This is an optimization exercise on Yosys and OpenROAD, whose aim is small area, a short achievable clock period and few clock cycles per item, not a production implementation.
Function was checked by simulation only, so behaviour that the tests miss may differ from the original.

### run.sh
#!/bin/bash
# synth_recipe.tcl (not shown) runs the flow's synth.tcl, then flattens the netlist and writes it again
# the make line also repeats each setting of config.mk as NAME=value (left out here)
make -C /OpenROAD-flow-scripts/flow DESIGN_CONFIG=/design/flow/config.mk WORK_HOME=/design/flow/orfs CLKGATE_MAP_FILE= SYNTH_SCRIPT=/design/flow/synth_recipe.tcl finish
### config.mk
export PLATFORM = sky130hd
export DESIGN_NAME = fpm
export DESIGN_NICKNAME = fpm
export VERILOG_FILES = /design/flow/design.v
export SDC_FILE = /design/flow/constraint.sdc
export NUM_CORES = 4
export LEC_CHECK = 0
export CAP_MARGIN = 20
export CORE_MARGIN = 2
export CORE_UTILIZATION = 40
export SLEW_MARGIN = 20
### constraint.sdc
create_clock -name core_clock -period 9.0 [get_ports {clk}]
set_input_delay 1.8000 -clock core_clock [delete_from_list [all_inputs] [get_ports {clk}]]
set_output_delay 1.8000 -clock core_clock [all_outputs]
set_load 0.01 [all_outputs]
### design.v
`timescale 1ns / 1ps
module fpm(
  input clk,
  input rst,
  input [31:0] number_in,
  input number_a_valid,
  output number_a_ready,
  input number_b_valid,
  output number_b_ready,
  output [31:0] number_out,
  output result_valid
);
  reg reg_a_ready, reg_b_ready;
  reg a_sign, b_sign, z_sign;
  reg signed [9:0] a_exp, b_exp, z_exp;
  reg [23:0] a_mant, b_mant, z_mant;
  reg [47:0] product;
  reg reg_done;
  reg [31:0] result;
  reg [2:0] state;
  parameter READ_A = 0,
            READ_B = 1,
            DECODE = 2,
            MULTIPLY = 3,
            NORMALIZE = 4,
            ROUND = 5,
            PACK = 6,
            OUTPUT = 7;
  assign number_a_ready = reg_a_ready;
  assign number_b_ready = reg_b_ready;
  assign result_valid = reg_done;
  assign number_out = result;
  always@(posedge clk)
  begin
    case (state)
      READ_A: begin
        reg_a_ready <= 1;
        if (number_a_valid && reg_a_ready) begin
          reg_done <= 0;
          result <= 0;
          a_sign <= number_in[31];
          a_exp <= number_in[30:23] - 127;
          a_mant <= {1'b0, number_in[22:0]};
          reg_a_ready <= 0;
          state <= READ_B;
        end
      end
      READ_B: begin
        reg_b_ready <= 1;
        if (number_b_valid && reg_b_ready) begin
          b_sign <= number_in[31];
          b_exp <= number_in[30:23] - 127;
          b_mant <= {1'b0, number_in[22:0]};
          reg_b_ready <= 0;
          state <= DECODE;
        end
      end
      DECODE: begin
        if ((a_exp == 128 && a_mant != 0) || (b_exp == 128 && b_mant != 0)) begin
          z_sign <= 0;
          z_exp <= 255;
          z_mant[22] <= 1;
          z_mant[21:0] <= 0;
          state <= OUTPUT;
        end else if (a_exp == 128) begin
          z_sign <= a_sign ^ b_sign;
          z_exp <= 255;
          if ((b_exp == -127) && (b_mant == 0)) begin
            z_mant[22] <= 1;
            z_mant[21:0] <= 0;
          end else begin
            z_mant <= 0;
          end
          state <= OUTPUT;
        end else if (b_exp == 128) begin
          z_sign <= a_sign ^ b_sign;
          z_exp <= 255;
          if ((a_exp == -127) && (a_mant == 0)) begin
            z_mant[22] <= 1;
            z_mant[21:0] <= 0;
          end else begin
            z_mant <= 0;
          end
          state <= OUTPUT;
        end else if (((a_exp == -127) && (a_mant == 0)) || ((b_exp == -127) && (b_mant == 0))) begin
          z_sign <= a_sign ^ b_sign;
          z_exp <= 0;
          z_mant <= 0;
          state <= OUTPUT;
        end else begin
          if (a_exp == -127) begin
            a_exp <= -126;
          end else begin
            a_mant[23] <= 1;
          end
          if (b_exp == -127) begin
            b_exp <= -126;
          end else begin
            b_mant[23] <= 1;
          end
          state <= MULTIPLY;
        end
      end
      MULTIPLY: begin
        z_sign <= a_sign ^ b_sign;
        z_exp <= a_exp + b_exp + 1;
        product <= a_mant * b_mant;
        state <= NORMALIZE;
      end
      NORMALIZE: begin
        if (z_exp < -150) begin
          product <= {47'b0, |product};
          z_exp <= -126;
          state <= NORMALIZE;
        end else if (z_exp < -126) begin
          product <= {1'b0, product[47:2], product[1] | product[0]};
          z_exp <= z_exp + 1;
          state <= NORMALIZE;
        end else if (product[47] == 0 && z_exp > -126) begin
          product <= product << 1;
          z_exp <= z_exp - 1;
          state <= NORMALIZE;
        end else begin
          state <= ROUND;
        end
      end
      ROUND: begin
        if (product[23] && (product[24] | product[22:0] != 0)) begin
          z_mant <= product[47:24] + 1;  
          if (product[47:24] == 24'hffffff) begin
            z_exp <= z_exp + 1;
          end
        end else begin
          z_mant <= product[47:24];  
        end
        state <= PACK;
      end
      PACK: begin
        if (z_exp > 127) begin  
          z_mant <= 0;
          z_exp <= 255;
        end else if (z_exp < -126) begin  
          z_mant <= 0;
          z_exp <= 0;
        end else if (z_mant[23] == 0 && z_exp == -126) begin  
          z_exp <= 0;
        end else begin  
          z_exp <= z_exp + 127;
        end
        state <= OUTPUT;
      end
      OUTPUT: begin
        reg_done <= 1;
        result[31] <= z_sign;
        result[30:23] <= z_exp;
        result[22:0] <= z_mant[22:0];
        state <= READ_A;
      end
    endcase
    if (rst == 0) begin
      reg_a_ready <= 0;
      reg_b_ready <= 0;
      reg_done <= 0;
      result <= 0;
      state <= READ_A;
    end
  end
endmodule
==> summary.txt, run 1 <==
result of the run=finished clean; Critical path buffers and inverters=5; die area=just over 70000 µm²; clock tree from TritonCTS=done; final design utilization=between 40% and 50%; grt total ovfl=0; critical path depth=23; beginning of the worst hold path=z_mant[21]; clock edge transition at the registers on the reported setup and hold paths=100 ps; number of slew-limit violations in the final report=0; initial core utilization=about two fifths; commonest cells in the netlist=inv_1 (579), fa_1 (483), nand2_1 (412), and2_1 (286), ha_1 (188); width of the die=roughly 270 µm; number of buffers inserted by post-CTS setup repair=0; number of hold-repair buffers added at the cts stage=0; worst hold slack after final layout=roughly 460 ps; leading area contributor after synthesis=fa_1; required arrival time at the worst endpoint=9230 ps; synthesized-area fraction occupied by and/or/nand/nor cells=between 10% and 20%; netlist area before placement=approximately 28000 µm²; drt first-iter violations=roughly 1400; data arrival at the endpoint of the critical path=roughly 8200 ps; DR DRC count=0; Setup crit start kind=register; clock insertion delay at the later pin of the skew report=between 500 and 600 ps; Net count, final=3680; post-detailed-route via-to-cell ratio=around 5.2; share of synthesized cell area in full adder, half adder and majority cells=between 40 and 50%; vias=approximately 21000; antenna diode count=0; number of stages on the worst hold path=1; async set-reset flop share out of synthesis=0%; routability congestion estimate=0.889; reg-to-reg endpoint=product[35]; number of levels in the clock H-tree=4; post-synthesis average cell area=9.34 µm²; share of the synthesized area in compound gates (AO/OA/AOI/OAI)=around 7.8%; HPWL after detailed placement=a little under 60000 µm; vias in the first global route=approximately 21000; synth-to-layout area growth=8.14%; worst setup skew after layout=20.7 ps; setup repair after global routing missed its margin=no; Slew Limit Headroom=between 20% and 30%; final number of setup-violating endpoints=0; maximum clock rate=125 MHz; clock tree root driver cell=clkbuf_16; post-cts resize count=0; dominant synthesized flop cell=edfxtp_1; sum of negative setup slack=0 ps; number of synthesis warnings=1; number of antenna violations at the first check in global routing=1; count leader, synth=inv_1; worst r2r src=b_mant[9]; Largest stage delay, worst path=around 1100 ps; Tmin final=7970 ps; total of flip-flops plus latches after synthesis=between 150 and 200; parity-gate share of the synthesized area counting xor and xnor cells=2.46%; first-pass GRT wire length=approximately 120000 µm; endpoints failing hold=0; post-route fraction of the period consumed by the critical path=88.5%; total global-route track usage=between 20% and 30%; Synth top area share=34.4%; detailed-route wire length=approximately 75000 µm; Detail Route Antenna Nets=0; I/O Pins=71; largest buffer count on any clock path=2; Maximum Capacitance Violations=0; cell repeated most along the worst path=fa_1; destination of the worst hold path=result[21]; Post-Synthesis Net Count=3712; EDFF count, synth=~150; standard-cell rows=97; crit-path max FO=25; cell-by-cell listing of the critical path=nand2_1 -> fa_1 -> fa_1 -> inv_1 -> fa_1 -> inv_1 -> fa_1 -> inv_1 -> fa_1 -> fa_1 -> inv_1 -> fa_1 -> inv_1 -> ha_1 -> o21ai_0 -> nor2_1 -> a2111oi_2 -> o221ai_1 -> nor3_1 -> o21ai_0 -> a21oi_1 -> xor2_1 -> o22ai_1; number of distinct library cells after synthesis=between 70 and 80; placeable core region=around 70000 µm²; Worst Tran Pin Value=roughly 1200 ps; number of clock sinks seen by CTS=189; maximum number of pins on one net before global-route repair=a little under 50; dominant combinational cell family by area after synthesis=adder cells; slack of the worst reg-to-reg path=1030 ps; kind of end point of the critical path=register; multiplexer area fraction after synthesis=under 10%; 1st-pass router iterations=5; Worst Setup Path Type=register to register; depth of the worst register-to-register path=23; cells after synthesis=3005; WL per Instance=19.2 µm; share of cells above drive strength 1=under 10%; cell type group with the largest total delay on the critical path=adder cells; top cells by area in the synthesized netlist=fa_1 (34%), edfxtp_1 (16%), ha_1 (8.4%); number of buffers added by the clock tree synthesis step=17; Crit-path slowest cell=edfxtp_1; number of buffers inserted by port buffering=70; register area share after synthesis=about a fifth; y dimension of the die=269 µm; class of the most critical hold timing path=register to register
## worst max path at each step
stage | startpoint | to
floorplan | b_mant[3] | product[45]
global placement | a_mant[16] | product[35]
detailed placement | a_mant[16] | product[35]
CTS | a_mant[16] | product[35]
global route | a_mant[17] | product[45]
finish | b_mant[9] | product[35]
## metrics by stage
stage	setup slack, ps	cells	cell area, µm²
after floorplan	2190	3005	28100
after global placement	1160	3891	29600
after detailed placement	1110	3891	29600
after CTS	1100	3923	30300
after global routing	707	3926	30400
final	1030	3926	30400
## layout by cell type, fill, tap and decap left out, types with 10 or more instances in the layout
cell             count
inv_1              579
fa_1               483
nand2_1            412
and2_1             287
ha_1               188
edfxtp_1           151
nor2_1              93
a21oi_1             88
clkdlybuf4s50_1     70
o21ai_0             56
nand3_1             42
xor2_1              40
xnor2_1             39
buf_4               39
dfxtp_1             38
mux2i_1             37
o22ai_1             31
nor4_1              29
a22o_1              25
a21o_1              21
and3_1              17
clkbuf_16           17
nand4_1             16
nor3_1              16
a21boi_0            11
o31ai_1             10
## layer usage
layer	up-vias	GRT usage, %	wire length (µm)	share of wire [%]
met1	10600	28.9	33000	44
li1	9334	-	-	-
met2	575	36.7	36800	49
met4	2	5.63	1780	2.4
met3	112	3.21	3730	5.0
met5	-	0	9	0.012
## cell type report
type / count / area (µm²)
clock buffer: 17 / 425
clock inverter: 15 / 221
fill: 6783 / 39400
inverter: 579 / 2170
multi-input combinational: 2074 / 20000
sequential: 189 / 5300
tap: 940 / 1180
timing repair buffer: 112 / 1080
## state kept, by name, indices dropped and copies added, names as in the netlist
| name | count |
|---|---|
| b_sign | 1 |
| product | 48 |
| z_mant | 24 |
| z_exp | 10 |
| reg_done | 1 |
| b_exp | 9 |
| a_exp | 9 |
| reg_b_ready | 1 |
| reg_a_ready | 1 |
| b_mant | 24 |
| z_sign | 1 |
| state | 3 |
| a_mant | 24 |
| result | 32 |
| a_sign | 1 |
## kinds of logic after synthesis
group / Yosys count
adders and majority gates: 671
muxes: 38
xor gates and xnor gates: 79
buffers and inverters: 742
and+or+nand+nor: 958
DFF: 189
AOI/OAI and AO/OA: 328
Testbench counts, summed over its fixed seeds: cycles 33,241, items 3,200.
==> run 2: changes to the inputs <==
==> design.v (replaced) <==
`timescale 1ns / 1ps
module fpm(
  input clk,
  input rst,
  input [31:0] number_in,
  input number_a_valid,
  output number_a_ready,
  input number_b_valid,
  output number_b_ready,
  output [31:0] number_out,
  output result_valid
);
  reg phase;             
  reg v1;                
  reg v2;                
  reg [31:0] ra;
  reg [23:0] s1_hi;      
  reg [11:0] s1_lo;      
  reg [11:0] bhi;        
  reg [9:0]  s1_e;       
  reg        s1_s, s1_nan, s1_inf, s1_zero;
  reg [47:0] r;          
  reg [9:0]  e;          
  reg        s2_s, s2_nan, s2_inf, s2_zero, sub;
  wire a_fire = number_a_valid & ~phase;
  wire b_fire;
  wire [7:0]  ea = ra[30:23];
  wire [7:0]  eb = number_in[30:23];
  wire        ha = |ea;
  wire        hb = |eb;
  wire [23:0] ma = {ha, ra[22:0]};
  wire a_zero = ~ha & ~|ra[22:0];
  wire b_zero = ~hb & ~|number_in[22:0];
  wire a_infn = &ea;
  wire b_infn = &eb;
  wire a_nan  = a_infn & |ra[22:0];
  wire b_nan  = b_infn & |number_in[22:0];
  wire a_inf  = a_infn & ~|ra[22:0];
  wire b_inf  = b_infn & ~|number_in[22:0];
  wire [11:0] mm  = phase ? number_in[11:0] : bhi;
  wire [23:0] acc = phase ? 24'd0 : s1_hi;
  wire [35:0] x   = ma * mm + acc;
  wire fast_ok = r[47] ? (e != 10'd0 && !e[9]) : (r[46] && !e[9] && e > 10'd1);
  wire special = s2_nan | s2_inf | s2_zero;
  wire busy    = v2 & ~special & ~sub & ~fast_ok;
  assign b_fire = number_b_valid & phase & ~busy;
  assign number_a_ready = ~phase;
  assign number_b_ready = phase & ~busy;
  assign result_valid   = v2 & ~busy;
  always @(posedge clk) begin
    if (a_fire)
      ra <= number_in;
    if (b_fire) begin
      s1_hi <= x[35:12];
      s1_lo <= x[11:0];
      bhi <= {hb, number_in[22:12]};
      s1_e <= {2'b00, ea | {7'd0, ~ha}} + {2'b00, eb | {7'd0, ~hb}} - 10'd126;
      s1_nan <= a_nan | b_nan | (a_inf & b_zero) | (b_inf & a_zero);
      s1_s <= (ra[31] ^ number_in[31]) & ~(a_nan | b_nan);
      s1_inf <= a_inf | b_inf;
      s1_zero <= a_zero | b_zero;
    end
    if (v1) begin
      r <= {x, s1_lo};
      e <= s1_e;
      s2_s <= s1_s;
      s2_nan <= s1_nan;
      s2_inf <= s1_inf & ~s1_nan;
      s2_zero <= s1_zero & ~s1_nan & ~s1_inf;
      sub <= 1'b0;
    end else if (busy) begin
      if (e[9] || e == 10'd0) begin
        if (e[9] && e < 10'd994) begin  
          r <= {47'd0, |r};
          e <= 10'd1;
        end else begin
          r <= {1'b0, r[47:2], r[1] | r[0]};
          e <= e + 10'd1;
        end
      end else if (e == 10'd1) begin
        sub <= 1'b1;
      end else begin
        r <= {r[46:0], 1'b0};
        e <= e - 10'd1;
      end
    end
    if (rst == 0) begin
      phase <= 1'b0;
      v1 <= 1'b0;
      v2 <= 1'b0;
    end else begin
      if (a_fire) phase <= 1'b1;
      else if (b_fire) phase <= 1'b0;
      v1 <= b_fire;
      v2 <= v1 | busy;
    end
  end
  wire        hi   = r[47] | sub;
  wire [22:0] mant = hi ? r[46:24] : r[45:23];
  wire        g    = hi ? r[23] : r[22];
  wire        st   = hi ? |r[22:0] : |r[21:0];
  wire [9:0]  fe   = r[47] ? e : (sub ? 10'd0 : e - 10'd1);
  wire        inc  = g & (st | mant[0]);
  wire [32:0] rnd  = {fe, mant} + {32'd0, inc};
  wire        ovf  = rnd[32:23] >= 10'd255;
  assign number_out = s2_nan  ? {s2_s, 31'h7fc00000} :
                      s2_zero ? {s2_s, 31'd0} :
                      (s2_inf | ovf) ? {s2_s, 8'hff, 23'd0} :
                      {s2_s, rnd[30:0]};
endmodule
--- a/config.mk
+++ b/config.mk
@@ -8,4 +8,5 @@
 export CAP_MARGIN = 20
 export CORE_MARGIN = 2
 export CORE_UTILIZATION = 40
+export SETUP_SLACK_MARGIN = 2
 export SLEW_MARGIN = 20
==> run 2 against run 1 <==
Against the previous run: largest cell class unchanged; sequential cell count down 29; clock skew down 7.1 ps; critical path type is now primary input to register; worst setup slack better by 1100 ps; highest routed layer is now met4.
==> summary.txt, run 2 <==
leading cell types in the layout, fill and taps excluded=inv_1 (329), nand2_1 (294), fa_1 (244) (was inv_1 (579), fa_1 (483), nand2_1 (412)); I/O Pins=71 (unchanged); width of the die=225 µm (was 269 µm); count leader, synth=inv_1 (unchanged); Worst Setup Path Type=primary input to register (was register to register); CP Launch Point=number_in[8] (was b_mant[9]); beginning of the worst hold path=s1_s (was z_mant[21]); most common library cell in the layout ignoring fill and taps=inv_1 (unchanged); number of buffers inserted by port buffering=70 (unchanged); number of levels in the clock H-tree=4 (unchanged); leading area contributor after synthesis=fa_1 (unchanged); Synth top area share=25.0% (was 34.4%); endpoints failing hold=0 (unchanged); number of synthesis warnings=1 (unchanged); die area=50600 µm² (was 72300 µm²); clock insertion delay at the later pin of the skew report=460 ps (was 510 ps); placeable core region=47900 µm² (was 69800 µm²); number of clock sinks seen by CTS=160 (was 189); largest registers=r (48), ra (32), s1_hi (24) (was product (48), result (32)); standard-cell rows=80 (was 97); cells after synthesis=2133 (was 3005); netlist area before placement=19500 µm² (was 28100 µm²); number of stages on the worst hold path=0 (was 1); register with the most flip-flops=r (was product); post-route fraction of the period consumed by the critical path=76.5% (was 88.5%); total global-route track usage=22.1% (was 21.6%); y dimension of the die=225 µm (was 269 µm); WL per Instance=19.9 µm (was 19.2 µm); routability congestion estimate=0.888 (was 0.889); highest routed metal layer=met4 (was met5); clock tree from TritonCTS=done (unchanged); detailed-route wire length=55100 µm (was 75300 µm); Setup crit start kind=primary input (was register); total met2 wirelength after detailed routing=26400 µm (was 36800 µm); DR DRC count=0 (unchanged); kind of end point of the critical path=register (unchanged); setup repair after global routing missed its margin=no (unchanged); Detail Route Antenna Nets=0 (unchanged); Maximum Capacitance Violations=0 (unchanged); crit-path max FO=7 (was 25); post-synthesis average cell area=9.15 µm² (was 9.34 µm²); Tmin final=6880 ps (was 7970 ps); EDFF count, synth=156 (was 151); vias in the first global route=15700 (was 21300); maximum number of pins on one net before global-route repair=64 (was 49); data arrival at the endpoint of the critical path=7080 ps (was 8200 ps); Worst Tran Pin Value=980 ps (was 1160 ps); async set-reset flop share out of synthesis=0% (unchanged); top cells by area in the synthesized netlist=fa_1 (25%), edfxtp_1 (24%), ha_1 (6.5%) (was fa_1 (34%), edfxtp_1 (16%), ha_1 (8.4%)); number of distinct library cells after synthesis=86 (was 71); required arrival time at the worst endpoint=9200 ps (was 9230 ps); clock tree root driver cell=clkbuf_16 (unchanged); Post-Synthesis Net Count=2514 (was 3712); clock edge transition at the registers on the reported setup and hold paths=70 ps (was 100 ps); worst r2r src=phase (was b_mant[9]); worst setup skew after layout=13.6 ps (was 20.7 ps); grt total ovfl=0 (unchanged); maximum clock rate=145 MHz (was 125 MHz); result of the run=finished clean (unchanged); drt first-iter violations=1191 (was 1443); number of slew-limit violations in the final report=0 (unchanged); number of buffers added by the clock tree synthesis step=17 (unchanged); number of antenna violations at the first check in global routing=0 (was 1); Detail Route met3 WL=3630 µm (was 3730 µm); largest buffer count on any clock path=2 (unchanged); Slew Limit Headroom=34.7% (was 22.9%); dominant synthesized flop cell=edfxtp_1 (unchanged); total of flip-flops plus latches after synthesis=160 (was 189); final number of setup-violating endpoints=0 (unchanged); 1st-pass router iterations=5 (unchanged); class of the most critical hold timing path=register to register (unchanged); Net count, final=2522 (was 3680); met1 WL=23500 µm (was 33000 µm); vias=15600 (was 20600); number of hold-repair buffers added at the cts stage=0 (unchanged); HPWL after detailed placement=38000 µm (was 58100 µm); first-pass GRT wire length=86900 µm (was 120000 µm); fill cell instance count of the final layout=4559 (was 6783); sum of negative setup slack=0 ps (unchanged); initial core utilization=40.7% (was 40.2%); depth of the worst register-to-register path=21 (was 23); worst hold slack after final layout=417 ps (was 456 ps); commonest cells in the netlist=inv_1 (329), nand2_1 (296), fa_1 (244), edfxtp_1 (156), and2_1 (136) (was inv_1 (579), fa_1 (483), nand2_1 (412), and2_1 (286), ha_1 (188)); post-detailed-route via-to-cell ratio=5.62 (was 5.24); register area share after synthesis=24.4% (was 18.9%); share of cells above drive strength 1=8.17% (was 3.11%); max reg flops=48 (unchanged); synth-to-layout area growth=11.9% (was 8.14%)
-- run 2: layout make-up --
type	count	area, µm²	share of cell area (%)
clock inverter	14	110	0.504
sequential	160	4770	21.8
tap	615	769	3.52
timing repair buffer	100	910	4.16
clock buffer	17	425	1.95
multi-input combinational	1531	13600	62.3
inverter	331	1240	5.69
antenna	1	2.50	0.0115
-- run 2: critical path, stage by stage --
cell	delay, ps
clkbuf_4	160
mux2_4	270
buf_4	170
nand2_1	80
fa_1	520
inv_1	50
fa_1	560
fa_1	440
fa_1	550
inv_1	50
fa_1	470
inv_1	60
ha_4	230
a21o_1	200
a21oi_2	150
or3b_4	400
o21ai_4	170
nand4_1	110
buf_6	160
a21o_1	200
a31oi_1	170
xor2_1	80
-- run 2: logic make-up (layout without fill, tap and decap cells) --
| kind of cell | after synthesis | count (layout) | share of synthesized area [%] |
|---|---|---|---|
| and+or+nand+nor | 727 | 727 | 19.1 |
| buffers and inverters | 465 | 462 | 9.28 |
| AOI/OAI and AO/OA | 348 | 348 | 11.6 |
| adders and majority gates | 345 | 345 | 31.5 |
| DFF | 160 | 160 | 24.4 |
| xor gates and xnor gates | 74 | 74 | 3.36 |
| muxes | 14 | 37 | 0.795 |
| other | 0 | 1 | 0 |
-- run 2: what timing repair did --
item / 4_1_cts / 5_1_grt
gates cloned: 23 / 0
endpoints found under the setup margin: 47 / 47
gates resized for setup: 62 / 62
pin swaps: 4 / 12
buffers inserted: 14 / 3
-- run 2: layer usage --
metal / track usage (%) / up-vias
li1: - / 7096
met1: 29.2 / 7877
met3: 5.04 / 110
met4: 5.90 / 0
met5: 0 / -
met2: 36.6 / 490
-- run 2: path summary, 6_finish.rpt --
check,slack [ps],to
worst max-delay path,2120,s1_hi[23]
worst min-delay path,420,s2_s
worst min register to register,420,s2_s
worst max register to register,2560,s1_hi[23]
-- run 2: metrics by stage --
stage,instance area (µm²),utilization [%],instances,worst slack (ps)
floorplan,19600,-,2133,1980
global placement,20600,43.0,2696,841
global route,21800,45.6,2768,1980
CTS,21700,45.2,2764,1980
detailed placement,20600,43.0,2696,761
finish,21800,45.6,2769,2120
Testbench counts of run 2, summed over its fixed seeds: cycles 6,416, items 3,200.
==> run 3: changes to the inputs <==
--- a/config.mk
+++ b/config.mk
@@ -8,5 +8,5 @@
 export CAP_MARGIN = 20
 export CORE_MARGIN = 2
 export CORE_UTILIZATION = 40
-export SETUP_SLACK_MARGIN = 2
+export SETUP_SLACK_MARGIN = 4
 export SLEW_MARGIN = 20
==> run 3 against run 2 <==
Against the previous run: still clean on timing, DRC and antenna; sequential share of layout area is 2.2 points lower; clock skew fell by 1.6 ps; critical path type unchanged; critical endpoint unchanged.
==> summary.txt, run 3 <==
result of the run=finished clean (unchanged); number of slew-limit violations in the final report=0 (unchanged); post-detailed-route via-to-cell ratio=5.64 (was 5.62); y dimension of the die=225 µm (unchanged); Post-Synthesis Net Count=2514 (unchanged); register area share after synthesis=24.4% (unchanged); required arrival time at the worst endpoint=9180 ps (was 9200 ps); worst setup skew after layout=12.1 ps (was 13.6 ps); depth of the worst register-to-register path=23 (was 21); synth-to-layout area growth=24.3% (was 11.9%); number of levels in the clock H-tree=4 (unchanged); clock tree from TritonCTS=done (unchanged); clock tree root driver cell=clkbuf_16 (unchanged); slack of the worst reg-to-reg path=2430 ps (was 2560 ps); drt first-iter violations=1340 (was 1191); register with the most flip-flops=r (unchanged); total global-route track usage=23.7% (was 22.1%); die area=50600 µm² (unchanged); sum of negative setup slack=0 ps (unchanged); worst hold slack after final layout=428 ps (was 417 ps); number of clock sinks seen by CTS=160 (unchanged); clock insertion delay at the later pin of the skew report=450 ps (was 460 ps); destination of the worst hold path=s2_s (unchanged); setup repair after global routing missed its margin=yes (was no); vias=16400 (was 15600); number of synthesis warnings=1 (unchanged); maximum clock rate=147 MHz (was 145 MHz); kind of end point of the critical path=register (unchanged); dominant combinational cell family by area after synthesis=adder cells (unchanged); routability congestion estimate=0.871 (was 0.888); crit-path max FO=4 (was 7); share of the synthesized area in compound gates (AO/OA/AOI/OAI)=11.6% (unchanged); largest registers=r (48), ra (32), s1_hi (24) (unchanged); detailed-route wire length=59800 µm (was 55100 µm); post-route fraction of the period consumed by the critical path=75.8% (was 76.5%); cells after synthesis=2133 (unchanged); beginning of the worst hold path=s1_s (unchanged); WL per Instance=20.6 µm (was 19.9 µm); number of distinct library cells after synthesis=86 (unchanged); class of the most critical hold timing path=register to register (unchanged); initial core utilization=40.7% (unchanged); share of cells above drive strength 1=21.8% (was 8.17%); Maximum Capacitance Violations=0 (unchanged); Placed Instances=2696 (unchanged); I/O Pins=71 (unchanged); data arrival at the endpoint of the critical path=7010 ps (was 7080 ps); commonest cells in the netlist=inv_1 (329), nand2_1 (296), fa_1 (244), edfxtp_1 (156), and2_1 (136) (unchanged); 1st-pass router iterations=6 (was 5); Slew Limit Headroom=36.6% (was 34.7%); vias in the first global route=16600 (was 15700); DR DRC count=0 (unchanged); Setup crit start kind=primary input (unchanged); width of the die=225 µm (unchanged); leading cell types in the layout, fill and taps excluded=inv_1 (316), nand2_1 (285), fa_1 (236) (was inv_1 (329), nand2_1 (294), fa_1 (244)); max reg flops=48 (unchanged); clock edge transition at the registers on the reported setup and hold paths=70 ps (about the same); number of stages on the worst hold path=0 (unchanged); Detail Route Antenna Nets=0 (unchanged); grt total ovfl=0 (unchanged); first-pass GRT wire length=92700 µm (was 86900 µm); placeable core region=47900 µm² (unchanged); largest buffer count on any clock path=2 (unchanged); Crit-path slowest cell=fa_1 (unchanged); leading area contributor after synthesis=fa_1 (unchanged); Tmin final=6820 ps (was 6880 ps); async set-reset flop share out of synthesis=0% (unchanged); top cells by area in the synthesized netlist=fa_1 (25%), edfxtp_1 (24%), ha_1 (6.5%) (unchanged); parity-gate share of the synthesized area counting xor and xnor cells=3.36% (unchanged); cell-by-cell listing of the critical path=buf_8 -> mux2_4 -> buf_12 -> buf_4 -> nand2_1 -> fa_1 -> inv_2 -> fa_1 -> fa_1 -> fa_1 -> inv_1 -> fa_1 -> inv_2 -> ha_4 -> a21o_1 -> a21oi_2 -> or3b_4 -> o21ai_4 -> nand4_1 -> buf_6 -> a21o_1 -> a31oi_1 -> xor2_1 (was clkbuf_4 -> mux2_4 -> buf_4 -> nand2_1 -> fa_1 -> inv_1 -> fa_1 -> fa_1 -> fa_1 -> inv_1 -> fa_1 -> inv_1 -> ha_4 -> a21o_1 -> a21oi_2 -> or3b_4 -> o21ai_4 -> nand4_1 -> buf_6 -> a21o_1 -> a31oi_1 -> xor2_1); Synth top area share=25.0% (unchanged); EDFF count, synth=156 (unchanged); Worst Setup Path Type=primary input to register (unchanged); number of antenna violations at the first check in global routing=1 (was 0); synthesized-area fraction occupied by and/or/nand/nor cells=19.1% (unchanged); Worst Tran Pin Value=951 ps (was 980 ps); Largest stage delay, worst path=540 ps (was 560 ps); number of buffers inserted by port buffering=70 (unchanged); share of synthesized cell area in full adder, half adder and majority cells=31.5% (unchanged); post-synthesis average cell area=9.15 µm² (unchanged); endpoints failing hold=0 (unchanged); multiplexer area fraction after synthesis=0.795% (unchanged); total of flip-flops plus latches after synthesis=160 (unchanged); cell repeated most along the worst path=fa_1 (unchanged); reg-to-reg endpoint=s1_hi[23] (unchanged); number of cells in the finished layout apart from fillers=2899 (was 2769); HPWL after detailed placement=38500 µm (was 38000 µm); number of hold-repair buffers added at the cts stage=0 (unchanged); most common library cell in the layout ignoring fill and taps=inv_1 (unchanged); Net count, final=2653 (was 2522); standard-cell rows=80 (unchanged); final number of setup-violating endpoints=0 (unchanged); worst r2r src=phase (unchanged); dominant synthesized flop cell=edfxtp_1 (unchanged); count leader, synth=inv_1 (unchanged); maximum number of pins on one net before global-route repair=98 (was 64); number of buffers added by the clock tree synthesis step=17 (unchanged); netlist area before placement=19500 µm² (unchanged)
[run 3: cell counts after synthesis]
No cell type changed its count.
[run 3: how the worst max path moves through the flow]
stage / from / to
6_report: number_in[8] / s1_hi[23]
5_1_grt: number_in[2] / s1_hi[23]
4_1_cts: number_in[8] / s1_hi[23]
3_5_place_dp: number_in[6] / r[45]
3_3_place_gp: number_in[6] / r[39]
2_1_floorplan: number_in[0] / r[39]
[run 3: per-stage QoR]
stage                     setup slack [ps]  area (µm²)  utilization [%]
final                                 2180       24300             50.6
after global routing                  2040       24200             50.6
after CTS                             2200       23300             48.6
after detailed placement               959       20900             43.7
after global placement                1020       20900             43.7
after floorplan                       2130       20100                -
[run 3: per-layer routing]
metal | vias up | GRT usage [%] | wire length [µm]
li1 | 7348 | - | -
met2 | 597 | 38.9 | 28500
met1 | 8274 | 31.4 | 24700
met3 | 134 | 5.12 | 4690
met5 | - | 0 | 0
met4 | 0 | 7.16 | 1780
[run 3: layout make-up]
class                           instances  area, µm²
Antenna cell                            2       5.00
Clock buffer                           17        425
Clock inverter                         12        163
Fill cell                            4272      23700
Inverter                              331       1240
Multi-Input combinational cell       1529      14700
Sequential cell                       160       4770
Tap cell                              615        769
Timing Repair Buffer                  233       2220
[run 3: critical path: cells and delay by family]
kind                     cells  cell delay (ps)
multiplexers                 1              270
adder cells (fa/ha/maj)      6             2570
buffers and inverters        7              760
XOR/XNOR                     1              100
AO/OA/AOI/OAI                5              890
AND/OR/NAND/NOR              3              610
[run 3: timing repair]
item,in CTS,in global routing
gates resized for setup,391,113
pin swaps,75,61
setup buffers,96,54
cloned,21,0
setup endpoints to repair,98,95
hold endpoints to repair,0,0
[run 3: kinds of logic after synthesis]
logic type / Yosys count
adders and majority gates: 345
xor gates and xnor gates: 74
muxes: 14
DFF: 160
and+or+nand+nor: 727
buffers and inverters: 465
AOI/OAI and AO/OA: 348
==> run 4: changes to the inputs <==
--- a/config.mk
+++ b/config.mk
@@ -8,5 +8,4 @@
 export CAP_MARGIN = 20
 export CORE_MARGIN = 2
 export CORE_UTILIZATION = 40
-export SETUP_SLACK_MARGIN = 4
 export SLEW_MARGIN = 20
==> run 4 against run 3 <==
Against the previous run: via count is 8.4% lower; hold slack worse by 8.5 ps; die area stayed put; critical endpoint is now r[43]; fmax is 16% lower; still clean on timing, DRC and antenna; clock skew is 2.4 ps lower; register-to-register slack worse by 990 ps; sequential share of layout area is 2.9 points higher.
==> summary.txt, run 4 <==
result of the run=finished clean (unchanged); 1st-pass router iterations=5 (was 6); max reg flops=48 (unchanged); synth-to-layout area growth=8.31% (was 24.3%); netlist area before placement=19500 µm² (unchanged); top cells by area in the synthesized netlist=fa_1 (25%), edfxtp_1 (24%), ha_1 (6.5%) (unchanged); area of the multi-input gates=13000 µm² (was 14700 µm²); vias=15000 (was 16400); Post-Synthesis Net Count=2514 (unchanged); Worst Tran Pin Value=945 ps (was 951 ps); Slew Limit Headroom=37.0% (was 36.6%); Net count, final=2485 (was 2653); EDFF count, synth=156 (unchanged); share of the synthesized area in compound gates (AO/OA/AOI/OAI)=11.6% (unchanged); number of buffers inserted by post-CTS setup repair=0 (was 96); crit-path max FO=24 (was 4); clock insertion delay at the later pin of the skew report=450 ps (about the same); class of the most critical hold timing path=register to register (unchanged); dominant combinational cell family by area after synthesis=adder cells (unchanged); Synth top area share=25.0% (unchanged); standard-cell rows=80 (unchanged); post-synthesis average cell area=9.15 µm² (unchanged); number of synthesis warnings=1 (unchanged); data arrival at the endpoint of the critical path=8440 ps (was 7010 ps); register with the most flip-flops=r (unchanged); grt total ovfl=0 (unchanged); parity-gate share of the synthesized area counting xor and xnor cells=3.36% (unchanged); maximum number of pins on one net before global-route repair=84 (was 98); routability congestion estimate=0.868 (was 0.871); Maximum Capacitance Violations=0 (unchanged); register area share after synthesis=24.4% (unchanged); clock tree from TritonCTS=done (unchanged); largest buffer count on any clock path=2 (unchanged); clock edge transition at the registers on the reported setup and hold paths=70 ps (about the same); die area=50600 µm² (unchanged); most common library cell in the layout ignoring fill and taps=inv_1 (unchanged); share of cells above drive strength 1=4.11% (was 21.8%); initial core utilization=40.7% (unchanged); first-pass GRT wire length=80800 µm (was 92700 µm); dpl ws=461 ps (was 959 ps); share of synthesized cell area in full adder, half adder and majority cells=31.5% (unchanged); count leader, synth=inv_1 (unchanged); post-cts resize count=0 (was 391); number of hold-repair buffers added at the cts stage=0 (unchanged); dominant synthesized flop cell=edfxtp_1 (unchanged); leading area contributor after synthesis=fa_1 (unchanged); cells after synthesis=2133 (unchanged); Setup crit start kind=primary input (unchanged); multiplexer area fraction after synthesis=0.795% (unchanged); number of slew-limit violations in the final report=0 (unchanged); total global-route track usage=20.3% (was 23.7%); detailed-route wire length=50000 µm (was 59800 µm); number of buffers added by the clock tree synthesis step=17 (unchanged); post-route fraction of the period consumed by the critical path=90.7% (was 75.8%); WL per Instance=18.3 µm (was 20.6 µm); commonest cells in the netlist=inv_1 (329), nand2_1 (296), fa_1 (244), edfxtp_1 (156), and2_1 (136) (unchanged); Tmin final=8160 ps (was 6820 ps); async set-reset flop share out of synthesis=0% (unchanged); final number of setup-violating endpoints=0 (unchanged); number of distinct library cells after synthesis=86 (unchanged); vias in the first global route=15300 (was 16600); Detail Route Antenna Nets=0 (unchanged); largest registers=r (48), ra (32), s1_hi (24) (unchanged); placeable core region=47900 µm² (unchanged); y dimension of the die=225 µm (unchanged); HPWL after detailed placement=38400 µm (was 38500 µm); number of antenna violations at the first check in global routing=2 (was 1); maximum clock rate=123 MHz (was 147 MHz); post-detailed-route via-to-cell ratio=5.48 (was 5.64); number of buffers inserted by port buffering=70 (unchanged); number of clock sinks seen by CTS=160 (unchanged); smallest setup slack after layout=839 ps (was 2180 ps); kind of end point of the critical path=register (unchanged); fill cell instance count of the final layout=4639 (was 4272); Worst Setup Path Type=primary input to register (unchanged); required arrival time at the worst endpoint=9280 ps (was 9180 ps); Final Cell Area=21100 µm² (was 24300 µm²); synthesized-area fraction occupied by and/or/nand/nor cells=19.1% (unchanged); setup repair after global routing missed its margin=no (was yes); total of flip-flops plus latches after synthesis=160 (unchanged); number of levels in the clock H-tree=4 (unchanged); clock tree root driver cell=clkbuf_16 (unchanged); DR DRC count=0 (unchanged); final design utilization=44.1% (was 50.6%); worst setup skew after layout=9.69 ps (was 12.1 ps); width of the die=225 µm (unchanged); storage element area=4770 µm² (unchanged); sum of negative setup slack=0 ps (unchanged); drt first-iter violations=1093 (was 1340); antenna diode count=0 (was 2); leading cell types in the layout, fill and taps excluded=inv_1 (329), nand2_1 (296), fa_1 (244) (was inv_1 (316), nand2_1 (285), fa_1 (236)); instance area after placement=20600 µm² (was 20900 µm²); endpoints failing hold=0 (unchanged); I/O Pins=71 (unchanged)
==> run 4: changes by cell type in the layout (fill, tap and decap cells not counted), moves of 24 or more <==
cell,delta
buf_4,-85
buf_6,-71
clkdlybuf4s50_1,+44
a21oi_1,+33
ha_1,+26
a21oi_2,-25
mux2_4,-24
o21ai_0,+24
==> run 4: worst paths after layout <==
kind / startpoint / end / slack, ps / cells past startpoint
max: number_in[3] / r[43] / 840 / 20
min: s1_s / s2_s / 420 / 0
max reg2reg: phase / r[43] / 1440 / 21
min reg2reg: s1_s / s2_s / 420 / 0
==> run 4: per-stage QoR <==
step	hold slack (ps)	instances
finish	420	2732
global route	434	2732
CTS	415	2731
detailed placement	423	2699
global placement	416	2699
floorplan	400	2133
==> run 4: cell type report <==
cell class | count | area share, %
inverter | 331 | 5.88
sequential | 160 | 22.6
clock inverter | 15 | 0.604
timing repair buffer | 86 | 3.94
clock buffer | 17 | 2.01
multi-input combinational | 1508 | 61.4
tap | 615 | 3.64
==> run 4: worst max-delay path, cell delays in order <==
cell and delay (ps):
clkdlybuf4s50_1 640, mux2_2 530, nand2_1 150, fa_1 590, fa_1 450, fa_1 550, inv_1 50, fa_1 480
inv_1 50, fa_1 480, inv_1 40, ha_1 350, a21oi_1 160, o21ai_0 180, or3b_2 500, o21ai_0 340
nand4_1 280, a21oi_1 350, o21ai_0 210, a211oi_1 260
==> run 4: kinds of logic (layout without fill, tap and decap cells) <==
kind of cell | count (synthesis) | after routing
AOI/OAI and AO/OA | 348 | 348
xor gates and xnor gates | 74 | 74
adders and majority gates | 345 | 345
buffers and inverters | 465 | 449
DFF | 160 | 160
muxes | 14 | 14
and+or+nand+nor | 727 | 727
==> run 4: routing by layer <==
layer  wire, µm  track usage [%]  part of all wire [%]  vias up
li1           -                -                     -     6972
met1      21200             26.1                    42     7559
met2      25300             35.1                    51      357
met3       2120             3.07                   4.2       87
met4       1310             6.17                   2.6        2
met5         13                0                 0.026        -

==> afterwards: timing with drivers on the ports <==
The flow's constraints put no driver on any port. The routed layouts listed below were extracted and timed again, unchanged, in two steps.
Step 1 (the two cells are an assumption about what drives the block):
set clk [get_ports {clk}]
set_driving_cell -lib_cell sky130_fd_sc_hd__clkbuf_16 $clk
set_driving_cell -lib_cell sky130_fd_sc_hd__buf_2 [delete_from_list [all_inputs] $clk]
Step 2, shift: input delay + t, output delay - t, t = (earliest + latest rising clock arrival at the registers) / 2. This alone moves slack from input paths to output paths.
Slacks: ideal / step 1 / step 2; pairs: ideal / step 1.
run | shift t [ns] | setup WS [ns] | worst register clock-pin slew, ns
run 1 | 0.562 | 1.031 / 1.031 / 1.031 | 0.10 / 0.10
run 2 | 0.497 | 2.117 / 2.131 / 1.633 | 0.07 / 0.07
run 3 | 0.497 | 2.177 / 2.128 / 1.631 | 0.07 / 0.07
run 4 | 0.495 | 0.839 / 0.853 / 0.358 | 0.07 / 0.07
After both steps every run listed still meets setup and hold. For run 3, which loses most, drivers alone change the setup slack by -0.049 ns; drivers and shift together by -0.546 ns.
